Background: an optimization exercise with open tools, aiming at small area. Do not read the settings as production practice.
Only simulation tests tie the RTL to the original design; equivalence was not proved.
Power figures rest on the tool's default switching activity, not on a simulated workload.

--- flow/config.mk ---
export PLATFORM = sky130hd
export DESIGN_NAME = main
export DESIGN_NICKNAME = main
export VERILOG_FILES = /design/flow/design.v
export SDC_FILE = /design/flow/constraint.sdc
export NUM_CORES = 4
export LEC_CHECK = 0
export CAP_MARGIN = 20
export CORE_MARGIN = 2
export CORE_UTILIZATION = 40
export SLEW_MARGIN = 20
export SYNTH_MEMORY_MAX_BITS = 16384
--- flow/demo1.mem ---
165c0d400d400d400d400d40
165c0d400d400d400d400d40
165c0d400d400d400d400d40
165c0d400d400d400d400d40
165c0d400d400d400d400d40
165c0d400d400d400d400d40
165c0d400d400d400d400d40
165c0d400d400d400d400d40
165c0d400d400d400d400d40
165c0d400d400d400d400d40
165c0d400d400d400d400d40
165c0d400d400d400d400d40
165c0d400d400d400d400d40
165c0d400d400d400d400d40
165c0d400d400d400d400d40
165c0d400d400d400d400d40
165c11bc0d400d400d400d40
165c11bc0d400d400d400d40
165c11bc0d400d400d400d40
165c11bc0d400d400d400d40
165c11bc0d400d400d400d40
165c11bc0d400d400d400d40
165c11bc0d400d400d400d40
165c11bc0d400d400d400d40
165c11bc0d400d400d400d40
165c11bc0d400d400d400d40
165c11bc0d400d400d400d40
165c11bc0d400d400d400d40
165c11bc0d400d400d400d40
165c11bc0d400d400d400d40
165c11bc0d400d400d400d40
165c11bc0d400d400d400d40
165c11bc0eec0d400d400d40
165c11bc0eec0d400d400d40
165c11bc0eec0d400d400d40
165c11bc0eec0d400d400d40
165c11bc0eec0d400d400d40
165c11bc0eec0d400d400d40
165c11bc0eec0d400d400d40
165c11bc0eec0d400d400d40
165c11bc0eec0d400d400d40
165c11bc0eec0d400d400d40
165c11bc0eec0d400d400d40
165c11bc0eec0d400d400d40
165c11bc0eec0d400d400d40
165c11bc0eec0d400d400d40
165c11bc0eec0d400d400d40
165c11bc0eec0d400d400d40
165c11bc0eec0b2c0d400d40
165c11bc0eec0b2c0d400d40
165c11bc0eec0b2c0d400d40
165c11bc0eec0b2c0d400d40
165c11bc0eec0b2c0d400d40
165c11bc0eec0b2c0d400d40
165c11bc0eec0b2c0d400d40
165c11bc0eec0b2c0d400d40
165c11bc0eec0b2c0d400d40
165c11bc0eec0b2c0d400d40
165c11bc0eec0b2c0d400d40
165c11bc0eec0b2c0d400d40
165c11bc0eec0b2c0d400d40
165c11bc0eec0b2c0d400d40
165c11bc0eec0b2c0d400d40
165c11bc0eec0b2c0d400d40
165811b80ee80b2808dc0d48
165811b80ee80b2808dc0d48
165811b80ee80b2808dc0d48
165811b80ee80b2808dc0d48
165811b80ee80b2808dc0d48
165811b80ee80b2808dc0d48
165811b80ee80b2808dc0d48
165811b80ee80b2808dc0d48
165811b80ee80b2808dc0d48
165811b80ee80b2808dc0d48
165811b80ee80b2808dc0d48
165811b80ee80b2808dc0d48
165811b80ee80b2808dc0d48
165811b80ee80b2808dc0d48
165811b80ee80b2808dc0d48
165811b80ee80b2808dc0d48
165811b80ee80b2808dc076c
165811b80ee80b2808dc076c
165811b80ee80b2808dc076c
165811b80ee80b2808dc076c
165811b80ee80b2808dc076c
165811b80ee80b2808dc076c
165811b80ee80b2808dc076c
165811b80ee80b2808dc076c
165811b80ee80b2808dc076c
165811b80ee80b2808dc076c
165811b80ee80b2808dc076c
165811b80ee80b2808dc076c
165811b80ee80b2808dc076c
165811b80ee80b2808dc076c
165811b80ee80b2808dc076c
165811b80ee80b2808dc076c
165411b40ee40b2808d80768
165411b40ee40b2808d80768
165411b40ee40b2808d80768
165411b40ee40b2808d80768
165411b40ee40b2808d80768
165411b40ee40b2808d80768
165411b40ee40b2808d80768
165411b40ee40b2808d80768
165411b40ee40b2808d80768
165411b40ee40b2808d80768
165411b40ee40b2808d80768
165411b40ee40b2808d80768
165411b40ee40b2808d80768
165411b40ee40b2808d80768
165411b40ee40b2808d80768
165411b40ee40b2808d80768
165411b40ee40b2408d40764
165411b40ee40b2408d40764
165411b40ee40b2408d40764
165411b40ee40b2408d40764
165411b40ee40b2408d40764
165411b40ee40b2408d40764
165411b40ee40b2408d40764
165411b40ee40b2408d40764
165411b40ee40b2408d40764
165411b40ee40b2408d40764
165411b40ee40b2408d40764
165411b40ee40b2408d40764
165411b40ee40b2408d40764
165411b40ee40b2408d40764
165411b40ee40b2408d40764
165411b40ee40b2408d40764
--- flow/design.v ---
`timescale 1ns / 1ps
module monostable (clk, rst, button, out);
input wire clk, rst;
input wire button;
output logic out;
logic prev;
always_ff @(posedge clk) begin : monostable_fsm
    prev <= rst ? 0 : button;
end
always_comb begin
    out = button & ~prev;
end
endmodule
`timescale 1ns / 1ps
module debouncer(clk, rst, bouncy_in, debounced_out);
parameter BOUNCE_TICKS = 10;
input wire clk, rst;
input wire bouncy_in;
output logic debounced_out;
enum logic [1:0] {
  S_0 = 2'b00,
  S_MAYBE_1 = 2'b01,
  S_1 = 2'b10,
  S_MAYBE_0 = 2'b11
} state;
logic [$clog2(BOUNCE_TICKS):0] counter;
always_ff @(posedge clk) begin : main_FSM
  if(rst) begin
    state <= S_0;
    counter <= 0;
  end else begin
    case (state)
      S_0: begin
        if(bouncy_in) begin
          state <= S_MAYBE_1;
          counter <= 0;
        end
      end
      S_1: begin
        if(~bouncy_in) begin
            state <= S_MAYBE_0;
            counter <= 0;
        end
      end
      S_MAYBE_0: begin
        if(counter >= BOUNCE_TICKS) begin  
           state <= bouncy_in ? S_1 : S_0;
        end else begin
           counter <= counter + 1;
        end
      end
      S_MAYBE_1: begin
        if(counter >= BOUNCE_TICKS) begin  
          state <= bouncy_in ? S_1 : S_0;
        end else begin
           counter <= counter + 1;
        end
      end
      default: state <= S_0;  
    endcase
  end
end
always_comb begin
   case (state)
     S_0       : debounced_out = 0;
     S_MAYBE_1 : debounced_out = 0;
     S_1       : debounced_out = 1;
     S_MAYBE_0 : debounced_out = 1;
   endcase
end
endmodule
`timescale 1ns / 1ps
module bus_debouncer(clk, rst, bouncy_in, debounced_out);
parameter N = 1;
input wire clk, rst;
input wire [N-1:0] bouncy_in;
output logic [N-1:0] debounced_out;
generate
    genvar i;
    for (i=0; i<N; i++) begin
        debouncer DEBOUNCE_ONE_BIT (
            .clk(clk),
            .rst(rst),
            .bouncy_in(bouncy_in[i]),
            .debounced_out(debounced_out[i])
        );
    end
endgenerate
endmodule
`timescale 1ns / 1ps
module clock_divider( 
   clk_divided,
   clk, divide, rst
   );
   parameter N = 8;
   input  wire  clk, rst;
   output logic clk_divided;
   input  wire  [N-1:0] divide;
   logic [N-1:0] counter;
   always_ff @(posedge clk) begin
      if (rst) begin
         clk_divided <= 0;
         counter     <= 0;
      end
      else begin
         if (counter >= divide) begin  
            clk_divided <= ~clk_divided;
            counter     <= 0;
         end
         else begin
            counter <= counter + 1;
         end
      end
   end
endmodule
`timescale 1ns / 1ps
module sq_wave_generator( 
   square,
   period
   );
   parameter M = 6;
   parameter N = 11;
   input  wire  [M-1:0] period;
   output logic [N-1:0] square;
   always_comb square = (period[M-1]) ? -1 : 0;
endmodule
`timescale 1ns / 1ps
module tri_wave_generator( 
   triangle,
   period
   );
   parameter M = 6;
   parameter N = 11;
   input  wire  [M-1:0] period;
   output logic [N-1:0] triangle;
   always_comb begin
      triangle = period[M-1] ? {~period[M-2:0], ~{(N-M+1){period[0]}}}
                             : { period[M-2:0],  {(N-M+1){period[0]}}};
   end
endmodule
`timescale 1ns / 1ps
module saw_wave_generator( 
   saw,
   period
   );
   parameter M = 6;
   parameter N = 11;
   input  wire  [M-1:0] period;
   output logic [N-1:0] saw;
   always_comb saw = {period, {(N-M){period[0]}}};
endmodule
`default_nettype none
`timescale 1ns / 100ps
module channel ( 
   out,
   clk, ena, pitch, rst, waveform
   );
   parameter M = 6;
   parameter N = 11;
   parameter C = 12;
   output logic [N-1:0] out;  
   input wire [C-1:0] pitch;
   input wire [1:0]   waveform;
   input wire         clk, ena, rst;
   logic [M-1:0] period;  
   wire         clk_div;
   clock_divider #(.N(C)) CLK_DIVIDER ( 
                                        .clk_divided (clk_div),
                                        .clk         (clk),
                                        .rst         (rst),
                                        .divide      (pitch));
   wire clk_div_pulse;  
   monostable CLK_DIVIDER_MONOSTABLE ( 
                                      .out     (clk_div_pulse),
                                      .clk     (clk),
                                      .rst     (rst),
                                      .button  (clk_div));
   always_ff @(posedge clk) begin
      if (rst) begin
         period <= 0;
      end
      else begin
         period <= clk_div_pulse ? period + 1 : period;
      end
   end
   wire [N-1:0] square, triangle, sine, saw;
   sq_wave_generator #(.M(M),.N(N)) SQ_WAVE ( 
                                             .square           (square[N-1:0]),
                                             .period           (period[M-1:0]));
   tri_wave_generator #(.M(M), .N(N)) TRI_WAVE ( 
                                                .triangle       (triangle[N-1:0]),
                                                .period         (period[M-1:0]));
   saw_wave_generator #(.M(M), .N(N)) SAW_WAVE ( 
                                                .saw            (saw[N-1:0]),
                                                .period         (period[M-1:0]));
   always_comb begin
      if (~ena) begin
         out = 0;
      end
      else begin
         case (waveform)
           2'b00  : out = square;
           2'b01  : out = triangle;
           2'b10  : out = saw;
           default: out = square;
         endcase
      end
   end
endmodule
`default_nettype none
`timescale 1ns/10ps
module wave_adder( 
   audio,
   channels
   );
   parameter NUM = 4;  
   parameter N   = 8;  
   input  wire  [(N*NUM)-1:0] channels;
   output logic [11:0] audio;
   logic [12*NUM-1:0] channels_ext, sums;
   always_comb begin
      channels_ext[11:0] = {{12-N{1'b0}}, channels[N-1:0]};
      sums[11:0] = channels_ext [11:0];
      audio = sums[NUM*12-1:(NUM-1)*12];
   end
   generate
      genvar i;
      for (i=1; i<NUM; i++) begin
         always_comb begin
            channels_ext[12*(i+1)-1:12*i] = {{(12-N){1'b0}}, channels[N*(i+1)-1:N*i]};
            sums[12*(i+1)-1:12*i] = sums[12*(i)-1:12*(i-1)] + channels_ext[12*(i+1)-1:12*i];
         end
      end
   endgenerate
endmodule
`default_nettype none
`timescale 1ns/10ps
module channel_mixer ( 
   audio,
   channel_ena, clk, pitches, rst, waveforms
   );
   parameter NUM = 4;   
   parameter M   = 6;   
   parameter C   = 12;  
   parameter N   =  $clog2(4095/NUM);  
   output logic [11:0] audio;
   input wire [(NUM*C)-1:0] pitches;      
   input wire [    NUM-1:0] channel_ena;  
   input wire [(NUM*2)-1:0] waveforms;    
   input wire               clk, rst;
   wire [(NUM*N)-1:0] channels;  
   generate
      genvar i;
      for (i=0; i<NUM; i = i+1) begin
         channel #(.M(M), .N(N), .C(C))
         CHANNEL ( 
                  .out      (channels    [(N*(i+1))-1:(N*i)]),
                  .pitch    (pitches     [(C*(i+1))-1:(C*i)]),
                  .waveform (waveforms   [(2*(i+1))-1:(2*i)]),
                  .ena      (channel_ena [i]),
                  .clk      (clk),
                  .rst      (rst));
      end
   endgenerate
   wave_adder #(.NUM(NUM), .N(N)) WAVE_ADDER ( 
                                              .audio    (audio),
                                              .channels (channels));
endmodule
`timescale 1ns/1ps
`default_nettype none
module audio_pwm_generator( 
   pwm_out,
   audio, clk, ena, rst
   );
   parameter RELOAD = 272;  
   output logic pwm_out;  
   input wire [11:0] audio;  
   input wire        clk,    
                     ena,
                     rst;
   logic [              11:0] sample;        
   logic [$clog2(RELOAD)-1:0] sample_timer;  
   always_ff @(posedge clk) begin
      if (rst) begin
         sample       <= audio;
         sample_timer <= RELOAD;
      end
      else if (ena) begin
         if (sample_timer == 0) begin  
            sample       <= audio;
            sample_timer <= RELOAD;
         end
         else begin  
            sample_timer <= sample_timer - 1;
         end
      end
   end
   logic [11:0] pwm_counter;
   wire  [11:0] pwm_counter_rev;  
   generate  
      genvar i;
      for (i=0; i<12; i++) begin
         assign pwm_counter_rev[i] = pwm_counter[11-i];
      end
   endgenerate
   always_ff @(posedge clk) begin  
      if (rst) begin
         pwm_counter <= 0;
      end
      else if (ena) begin
         pwm_counter <= pwm_counter + 1;
      end
   end
   always_ff @(posedge clk) begin
      if (ena) begin
         pwm_out <= (sample >= pwm_counter_rev) & (sample != 0);
      end
   end
endmodule
`default_nettype none
`timescale 1ns / 1ps
module get_waveform(clk, rst, ena, waveform_button, waveform_out);
input wire clk, rst, ena;
input wire waveform_button;
output logic [1:0] waveform_out;
logic waveform_db_and_mono;
monostable MONO (.clk(clk), .rst(rst), .button(waveform_button), .out(waveform_db_and_mono));
enum logic [1:0] {
    S_SQUARE   = 0,
    S_TRIANGLE = 1,
    S_SAWTOOTH = 2
} state;
always_ff @(posedge clk) begin : waveform_fsm
    if (rst) begin
        state <= S_SQUARE;
    end else if (ena) begin
       if (waveform_db_and_mono) begin
          case (state)
            S_SQUARE   : state <= S_TRIANGLE;
            S_TRIANGLE : state <= S_SAWTOOTH;
            S_SAWTOOTH : state <= S_SQUARE;
            default    : state <= S_SQUARE;
          endcase
       end
    end
end
always_comb begin : state_defs
   case (state)
     S_SQUARE   : waveform_out = 2'b00;
     S_TRIANGLE : waveform_out = 2'b01;
     S_SAWTOOTH : waveform_out = 2'b10;
     default    : waveform_out = 2'b00;
   endcase
end
endmodule
`timescale 1ns/1ps
`default_nettype none
module block_rom(clk, addr, data);
parameter W = 8;  
parameter L = 32;  
parameter INIT = "demo1.mem";  
input wire clk;
input wire [$clog2(L)-1:0] addr;
output logic [W-1:0] data;
logic [W-1:0] rom [0:L-1];
initial begin
  $display("Initializing block rom from file %s.", INIT);
  $readmemh("demo1.mem", rom);  
end
always_ff @(posedge clk) begin : synthesizable_rom
  data <= rom[addr];
end
endmodule
`default_nettype none
`timescale 1ns / 1ps
module demo_decoder( 
   demo_addr, demo_channel_ena, demo_pitches, demo_waveforms,
   clk, demo_data, ena, rst
   );
   parameter DEMO_SONG_LENGTH = 128;
   parameter DEMO_CLK_DIVIDE = 100;  
   parameter NUM    = 25;  
   parameter C      = 12;  
   output logic [(NUM*C)-1:0] demo_pitches;
   output logic [    NUM-1:0] demo_channel_ena;
   output logic [(NUM*2)-1:0] demo_waveforms;
   input  wire  [95       :0] demo_data;
   input  wire                clk, rst, ena;
   output logic [$clog2(DEMO_SONG_LENGTH)-1:0] demo_addr;
   wire clk_divided;
   wire clk_divided_pulse;
   clock_divider #(.N($clog2(DEMO_CLK_DIVIDE)))
   DEMO_DIVIDER ( 
                 .clk_divided (clk_divided),
                 .clk         (clk),
                 .rst         (rst),
                 .divide      (DEMO_CLK_DIVIDE));
   monostable DEMO_MONOSTABLE ( 
                               .out    (clk_divided_pulse),
                               .clk    (clk),
                               .rst    (rst),
                               .button (clk_divided));
   always_ff @(posedge clk) begin
      if (rst) begin
         demo_addr <= 0;
      end
      if (clk_divided_pulse) begin
         if (demo_addr == DEMO_SONG_LENGTH-1) begin
            demo_addr <= 0;
         end else begin
            demo_addr <= ena ? demo_addr + 1 : 0;
         end
      end
   end
   logic [15:0] voice0, voice1, voice2,
                voice3, voice4, voice5;
   logic [11:0] voice0_pitch, voice1_pitch, voice2_pitch,
                voice3_pitch, voice4_pitch, voice5_pitch;
   logic [3:0]  voice0_vol, voice1_vol, voice2_vol,
                voice3_vol, voice4_vol, voice5_vol;
   logic [1:0]  voice0_wave, voice1_wave, voice2_wave,
                voice3_wave, voice4_wave, voice5_wave;
   always_comb begin
      voice0           = demo_data[15:00];
      voice1           = demo_data[31:16];
      voice2           = demo_data[47:32];
      voice3           = demo_data[63:48];
      voice4           = demo_data[79:64];
      voice5           = demo_data[95:80];
      voice0_pitch     = voice0[15:4];
      voice1_pitch     = voice1[15:4];
      voice2_pitch     = voice2[15:4];
      voice3_pitch     = voice3[15:4];
      voice4_pitch     = voice4[15:4];
      voice5_pitch     = voice5[15:4];
      case(voice0[3:2])
        0: voice0_vol  = 4'b0000;
        1: voice0_vol  = 4'b0001;
        2: voice0_vol  = 4'b0011;
        3: voice0_vol  = 4'b1111;
      endcase
      case(voice1[3:2])
        0: voice1_vol  = 4'b0000;
        1: voice1_vol  = 4'b0001;
        2: voice1_vol  = 4'b0011;
        3: voice1_vol  = 4'b1111;
      endcase
      case(voice2[3:2])
        0: voice2_vol  = 4'b0000;
        1: voice2_vol  = 4'b0001;
        2: voice2_vol  = 4'b0011;
        3: voice2_vol  = 4'b1111;
      endcase
      case(voice3[3:2])
        0: voice3_vol  = 4'b0000;
        1: voice3_vol  = 4'b0001;
        2: voice3_vol  = 4'b0011;
        3: voice3_vol  = 4'b1111;
      endcase
      case(voice4[3:2])
        0: voice4_vol  = 4'b0000;
        1: voice4_vol  = 4'b0001;
        2: voice4_vol  = 4'b0011;
        3: voice4_vol  = 4'b1111;
      endcase
      case(voice5[3:2])
        0: voice5_vol  = 4'b0000;
        1: voice5_vol  = 4'b0001;
        2: voice5_vol  = 4'b0011;
        3: voice5_vol  = 4'b1111;
      endcase
      voice0_wave      = voice0[1:0];
      voice1_wave      = voice1[1:0];
      voice2_wave      = voice2[1:0];
      voice3_wave      = voice3[1:0];
      voice4_wave      = voice4[1:0];
      voice5_wave      = voice5[1:0];
      demo_pitches     = {12'b0,
                          {4{voice0_pitch}},
                          {4{voice1_pitch}},
                          {4{voice2_pitch}},
                          {4{voice3_pitch}},
                          {4{voice4_pitch}},
                          {4{voice5_pitch}}};
      demo_waveforms   = {2'b0,
                          {4{voice0_wave}},
                          {4{voice1_wave}},
                          {4{voice2_wave}},
                          {4{voice3_wave}},
                          {4{voice4_wave}},
                          {4{voice5_wave}}};
      demo_channel_ena = {1'b0,
                          voice0_vol,
                          voice1_vol,
                          voice2_vol,
                          voice3_vol,
                          voice4_vol,
                          voice5_vol};
   end
endmodule
`default_nettype none
`timescale 1ns / 1ps
module main( 
   gain, leds, pwm_out, shutdown_b,
   buttons, clk, rst
   );
   parameter NUM_CHANNELS = 25;
   parameter NUM_BUTTONS = 4;
   parameter DEMO_SONG = "demo1.mem";
   parameter DEMO_SONG_LENGTH = 128;
   parameter DEMO_SONG_CLK_DIVIDE = 1499;  
   parameter DEMO_SONG_ADDR_SIZE = $clog2(DEMO_SONG_LENGTH);
   input wire clk, rst;
   input  wire  [NUM_BUTTONS-1:0] buttons;  
   output wire                    pwm_out;  
   output logic                   shutdown_b, gain;  
   output logic [1:0]             leds;
   logic [NUM_BUTTONS-1:0] buttons_db;
   bus_debouncer #(.N(NUM_BUTTONS)) BUS_DEBOUNCER (.clk           (clk),
                                                   .rst           (rst),
                                                   .bouncy_in     (buttons),
                                                   .debounced_out (buttons_db));
   always_comb begin
      leds[0] = state;
      leds[1] = 0;
   end
   always_comb begin
      shutdown_b = 1;  
      gain       = 1;  
   end
   enum logic {PLAY=0, DEMO=1} state;
   always_ff @(posedge clk) begin
      if (rst) begin
         state <= PLAY;
      end
      if (button_demo_db) begin
         state <= DEMO;
      end else if (|buttons_db) begin
         state <= PLAY;
      end
   end
   logic [     NUM_CHANNELS-1:0] channel_ena;
   logic [(NUM_CHANNELS* 2)-1:0] waveforms;
   logic [(NUM_CHANNELS*12)-1:0] pitches;
   logic                         button_waveform, button_demo_db;
   always_comb begin
      button_waveform     = buttons_db[0];
      button_demo_db      = buttons_db[1];
      case (state)
        PLAY: begin
           channel_ena [1:0] = buttons[NUM_BUTTONS-1:2];
           channel_ena [NUM_CHANNELS-1:2] = 0;
           pitches = 0;  
           waveforms      = {NUM_CHANNELS{waveform_type}};
           pitches[11: 0] = 212;  
           pitches[23:12] = 106;  
           demo_ena       = 0;
        end
        DEMO: begin
           channel_ena    = demo_channel_ena;
           waveforms      = demo_waveforms;
           pitches        = demo_pitches;
           demo_ena       = 1;
        end
      endcase
   end
   logic [1:0] waveform_type;
   get_waveform WAVEFORM_MODE( 
                              .waveform_out    (waveform_type),
                              .clk             (clk),
                              .rst             (rst),
                              .ena             (1'b1),
                              .waveform_button (button_waveform));
   wire [11:0] audio;
   channel_mixer #(.NUM(NUM_CHANNELS), .C(12))
   CHANNEL_MIXER( 
                 .audio       (audio),
                 .pitches     (pitches),
                 .channel_ena (channel_ena),
                 .waveforms   (waveforms),
                 .clk         (clk),
                 .rst         (rst));
   audio_pwm_generator PWM_GENERATOR (.ena              (1'b1),
                                      .pwm_out          (pwm_out),
                                      .audio            (audio[11:0]),
                                      .clk              (clk),
                                      .rst              (rst));
   wire [95:0] demo_data;
   wire [DEMO_SONG_ADDR_SIZE-1:0] demo_addr;
   block_rom #(.W(96), .L(DEMO_SONG_LENGTH), .INIT(DEMO_SONG))
   DEMO_ROM ( 
             .data (demo_data),
             .clk  (clk),
             .addr (demo_addr));
   wire  [     NUM_CHANNELS-1:0] demo_channel_ena;
   wire  [(NUM_CHANNELS* 2)-1:0] demo_waveforms;
   wire  [(NUM_CHANNELS*12)-1:0] demo_pitches;
   logic                         demo_ena;
   demo_decoder #(.DEMO_SONG_LENGTH(DEMO_SONG_LENGTH),
                  .DEMO_CLK_DIVIDE (DEMO_SONG_CLK_DIVIDE))
   DEMO_DECODER ( 
                 .demo_addr        (demo_addr),
                 .demo_pitches     (demo_pitches),
                 .demo_channel_ena (demo_channel_ena),
                 .demo_waveforms   (demo_waveforms),
                 .demo_data        (demo_data),
                 .clk              (clk),
                 .rst              (rst),
                 .ena              (demo_ena));
endmodule
--- flow/run.sh ---
#!/bin/bash
# synth_recipe.tcl (not shown) runs the flow's synth.tcl, then flattens the netlist and writes it again
# the make line also repeats each setting of config.mk as NAME=value (left out here)
make -C /OpenROAD-flow-scripts/flow DESIGN_CONFIG=/design/flow/config.mk WORK_HOME=/design/flow/orfs CLKGATE_MAP_FILE= SYNTH_SCRIPT=/design/flow/synth_recipe.tcl finish
--- flow/constraint.sdc ---
create_clock -name core_clock -period 10.0 [get_ports {clk}]
set_input_delay 2.0000 -clock core_clock [delete_from_list [all_inputs] [get_ports {clk}]]
set_output_delay 2.0000 -clock core_clock [all_outputs]
set_load 0.01 [all_outputs]
==> summary.txt <==
The dominant cell type by count on the critical path is sky130_fd_sc_hd__fa_1. The gate count of the mapped netlist is 3,689. The full die area came out at 85,100 sq um. The number of global-route vias before repair came to 22,691. The data required time of the critical path came out at 10.34 ns.

The slowest stage of the critical path belongs to the cell sky130_fd_sc_hd__clkinv_1. The clock drives 587 sinks. The number of antenna diodes is 0. The total number of H-tree levels came out at 3. The category of cells accounting for the largest share of critical-path delay is adder cells. The count of nets after finishing came out at 4,131. The most used flip-flop cell after synthesis is sky130_fd_sc_hd__dfxtp_1.

Routability-driven placement finished with a final weighted congestion of 0.824. The floorplan core area came out at 82,000 sq um. The power density over the cells is 139 nW/um^2.

The floorplan step set the die height to 292 um. The maximum frequency from static timing analysis came out at 113 MHz. The worst setup path is launched from a flip-flop. Prior to clock tree synthesis, the placed netlist has a worst setup slack of 1.10 ns. The global-route usage over all layers is 16.0%. The post-layout instance count excluding filler cells came out at 4,838.

The part of the cycle the worst path needs came out at 88.7%. Between clock sinks in the finished design, the worst skew comes to 0.0288 ns. The I/O pin count is 11. Data on the critical path arrives at its endpoint at 9.21 ns. The worst-case setup margin in the final layout is 1.13 ns. The maximum root-to-sink buffer count came out at 3. The end-of-flow core utilization is 44.6%. After layout, the minimum clock period comes to 8.87 ns.

The number of placement rows is 105. Summing the sequential cell areas from Yosys gives 36.1% of the chip area. The count of placed standard cells including taps is 4,717. The cell area that synthesis handed to floorplanning was 33,100 sq um. Entering global routing, the biggest net connects 86 pins.

For this run, the slowest stage of the critical path takes 0.91 ns. The initial antenna violation count came to 0. The share of layout cells above drive strength 1 came out at 3.95%. For this run, design rule violations remaining after detail routing come to 0. The first-pass GRT wire length came out at 114,000 um. The detail-routed via count per cell is 4.93. The buffer count from post-CTS setup fixing is 0. After clock tree synthesis, the clock-pin slew on the worst setup and hold paths is 0.05 ns.

The routed wire length came out at 67,800 um. The leakage power figure is 15.1 nW. The number of search-and-repair iterations in the first detailed-routing pass came out at 5. The number of gates resized after cts came out at 0. The worst-path maximum fanout is 65. The worst path buffer plus inverter count is 6. The count of synthesis-stage warnings from yosys is 15.

From left edge to right edge, the die measures 292 um. The critical path capture point type is a flip-flop. The average footprint of a synthesized cell came out at 8.98 sq um. Traced cell by cell, the critical path runs through nand3b_1, inv_1, ha_4, clkinv_1, o211ai_1, nor2_1, fa_1, inv_1, fa_1, inv_1, fa_1, fa_1, fa_1, fa_1, inv_1, fa_1, inv_1, ha_1, and3_1, a2111oi_2, o21ai_0, a21oi_1, xnor2_1.

Clock latency on the worst-skew pair, taken at its later pin, is 0.61 ns. Setup repair after global routing left no endpoint under its margin. The count of hold buffers inserted by post-cts repair came out at 0. The half-perimeter wire length after placement is 48,500 um. Dividing the detail-routed wire length by the instance count gives 14.0 um. The number of hold violations in the final report is 0.

The starting DRC count in detailed routing is 1,380. The most frequent standard cell in the layout excluding fill and tap cells is sky130_fd_sc_hd__dfxtp_1. The sequential cell area came out at 11,900 sq um. The final count of pins violating max slew is 0.

TritonCTS built the clock tree. The number of buffers created by CTS is 68. Relative to the synthesized area, the layout overhead comes to 10.4%. The buffer type at the clock tree root is sky130_fd_sc_hd__clkbuf_16. The measured slew at the worst slew-check pin is 0.882 ns. Yosys mapped a number of flops with a built-in enable equal to 19. In this run the tool buffered the top-level ports with 7 buffer cells. The remaining global-route overflow is 0. The number of filler cells placed in the layout is 8,040. The number of setup violations in the final report is 0. The critical path in this run is classified as flip-flop to flip-flop. The multi-input logic area is 19,900 sq um.

The path class of the tightest hold or removal check is flip-flop to flip-flop. The final-layout setup total negative slack is 0 ns. The initial cell density of the core came out at 40.4%. Counting flops and latches in the post-synthesis netlist gives 587. The share of synthesized flip-flops with an asynchronous set or reset is 0%. The top cell types in the final layout, fill and taps aside, are 567 x sky130_fd_sc_hd__dfxtp_1, 515 x sky130_fd_sc_hd__nor2_1, 278 x sky130_fd_sc_hd__inv_1. The number of nets still failing antenna checks after routing is 0. The final route contains 23,869 vias.

The maximum vdd ir drop is 0.124 mV. The post-route total power came out at 0.00507 W. Measured against its own limit, the worst slew margin works out to 40.8%.

The flow ran to the end and the layout has no timing, DRC or antenna violations. The number of max-capacitance violations reported is 0. The number of unique standard cell types used by synthesis came out at 65.
-- report_power, final --
group          internal [W]  leakage [nW]  switching, W
registers           0.00242          4.83     0.0000625
logic             0.0000782          9.26     0.0000961
clock network       0.00142          1.05      0.000999
-- worst reg2reg max path: cells and delay by family, from the launching register on --
| family | cells | cell delay, ns |
|---|---|---|
| XOR/XNOR | 1 | 0.07 |
| adder cells (fa/ha/maj) | 9 | 4.82 |
| flip-flops | 1 | 0.39 |
| AND/OR/NAND/NOR | 3 | 0.51 |
| AO/OA/AOI/OAI | 4 | 1.56 |
| buffers and inverters | 6 | 1.24 |
-- cell usage after synthesis, types with 29 or more instances --
cell	n	area (sq um)
sky130_fd_sc_hd__dfxtp_1	568	11400
sky130_fd_sc_hd__a221oi_1	38	333
sky130_fd_sc_hd__nand4_1	78	488
sky130_fd_sc_hd__mux2i_1	29	290
sky130_fd_sc_hd__xnor2_1	176	1540
sky130_fd_sc_hd__a21oi_1	231	1160
sky130_fd_sc_hd__o21ai_0	105	526
sky130_fd_sc_hd__clkbuf_1	93	349
sky130_fd_sc_hd__inv_1	280	1050
sky130_fd_sc_hd__and3_1	73	457
sky130_fd_sc_hd__nand2_1	261	980
sky130_fd_sc_hd__ha_1	263	3290
sky130_fd_sc_hd__nor2b_1	60	375
sky130_fd_sc_hd__fa_1	144	2880
sky130_fd_sc_hd__nand3_1	121	606
sky130_fd_sc_hd__nor2_1	515	1930
sky130_fd_sc_hd__xor2_1	256	2240
-- stage by stage --
step	area [sq um]	hold slack, ns
global route	36600	0.490
floorplan	33400	0.346
CTS	36500	0.454
finish	36600	0.451
global placement	34400	0.434
detailed placement	34400	0.441
-- final cells by class --
type / count / share of cell area [%]
multi-input cells: 2761 / 54.4
clock buffers: 96 / 5.25
clock inverters: 24 / 0.640
inverters: 282 / 2.89
flip-flops and latches: 587 / 32.7
well taps: 1070 / 3.66
repair buffers: 18 / 0.482
-- sequential cells by signal (all words and copies together) (netlist names), 2 cells and up, named ones only --
name	count
CHANNEL_MIXER.genblk1.CHANNEL.CLK_DIVIDER.counter	288
CHANNEL_MIXER.genblk1.CHANNEL.period	144
CHANNEL_MIXER.genblk1.CHANNEL.CLK_DIVIDER.clk_divided	24
CHANNEL_MIXER.genblk1.CHANNEL.CLK_DIVIDER_MONOSTABLE.prev	24
DEMO_ROM.data	21
BUS_DEBOUNCER.genblk1.DEBOUNCE_ONE_BIT.counter	20
PWM_GENERATOR.pwm_counter	12
PWM_GENERATOR.sample	12
DEMO_DECODER.DEMO_DIVIDER.counter	11
PWM_GENERATOR.sample_timer	9
DEMO_DECODER.demo_addr	7
BUS_DEBOUNCER.genblk1.DEBOUNCE_ONE_BIT.state	4
WAVEFORM_MODE.state	2
-- cell families (layout without fill, tap and decap cells) --
group	Yosys count	count (layout)	synth area share (%)
other	2	67	0.0227
AND/OR/NAND/NOR	1289	1289	18.2
flip-flops	587	587	36.1
multiplexers	38	38	1.18
adder cells (fa/ha/maj)	407	407	18.6
buffers and inverters	406	420	4.69
XOR/XNOR	432	432	11.4
AO/OA/AOI/OAI	528	528	9.77
-- worst paths after layout --
kind,end,startpoint,slack [ns],cells after the start
min reg2reg,PWM_GENERATOR.pwm_counter[0],PWM_GENERATOR.pwm_counter[0],0.45,1
min,PWM_GENERATOR.pwm_counter[0],PWM_GENERATOR.pwm_counter[0],0.45,1
max reg2reg,PWM_GENERATOR.sample[11],WAVEFORM_MODE.state[0],1.13,23
max,PWM_GENERATOR.sample[11],WAVEFORM_MODE.state[0],1.13,23
-- per-layer routing --
metal / vias to the layer above / track usage [%] / part of all wire (%)
met3: 115 / 2.43 / 3.0
met5: - / 0 / 0
met1: 11135 / 22.2 / 50
met2: 247 / 25.4 / 44
li1: 12372 / - / -
met4: 0 / 5.48 / 2.9

## separate check: timing with driven ports
How much do the figures lean on ideal ports? The routed layout below was timed once more, with nothing changed but the port constraints. Step 1 (the two cells are an assumption about what drives the block):
set clk [get_ports {clk}]
set_driving_cell -lib_cell sky130_fd_sc_hd__clkbuf_16 $clk
set_driving_cell -lib_cell sky130_fd_sc_hd__buf_2 [delete_from_list [all_inputs] $clk]
Step 2, shift: input delay + t, output delay - t, t = (earliest + latest rising clock arrival at the registers) / 2. This alone moves slack from input paths to output paths. Slacks: ideal / step 1 / step 2; pairs: ideal / step 1.
t (ns): 0.649
slack for setup (ns): 1.133 / 1.133 / 1.105
worst setup path at the end: input to register
latest minus earliest clock arrival (ns): 0.029 / 0.029
worst register clock-pin slew, ns: 0.06 / 0.06
After both steps this run still meets setup and hold. For this run, drivers alone change the setup slack by 0.000 ns; drivers and shift together by -0.028 ns.
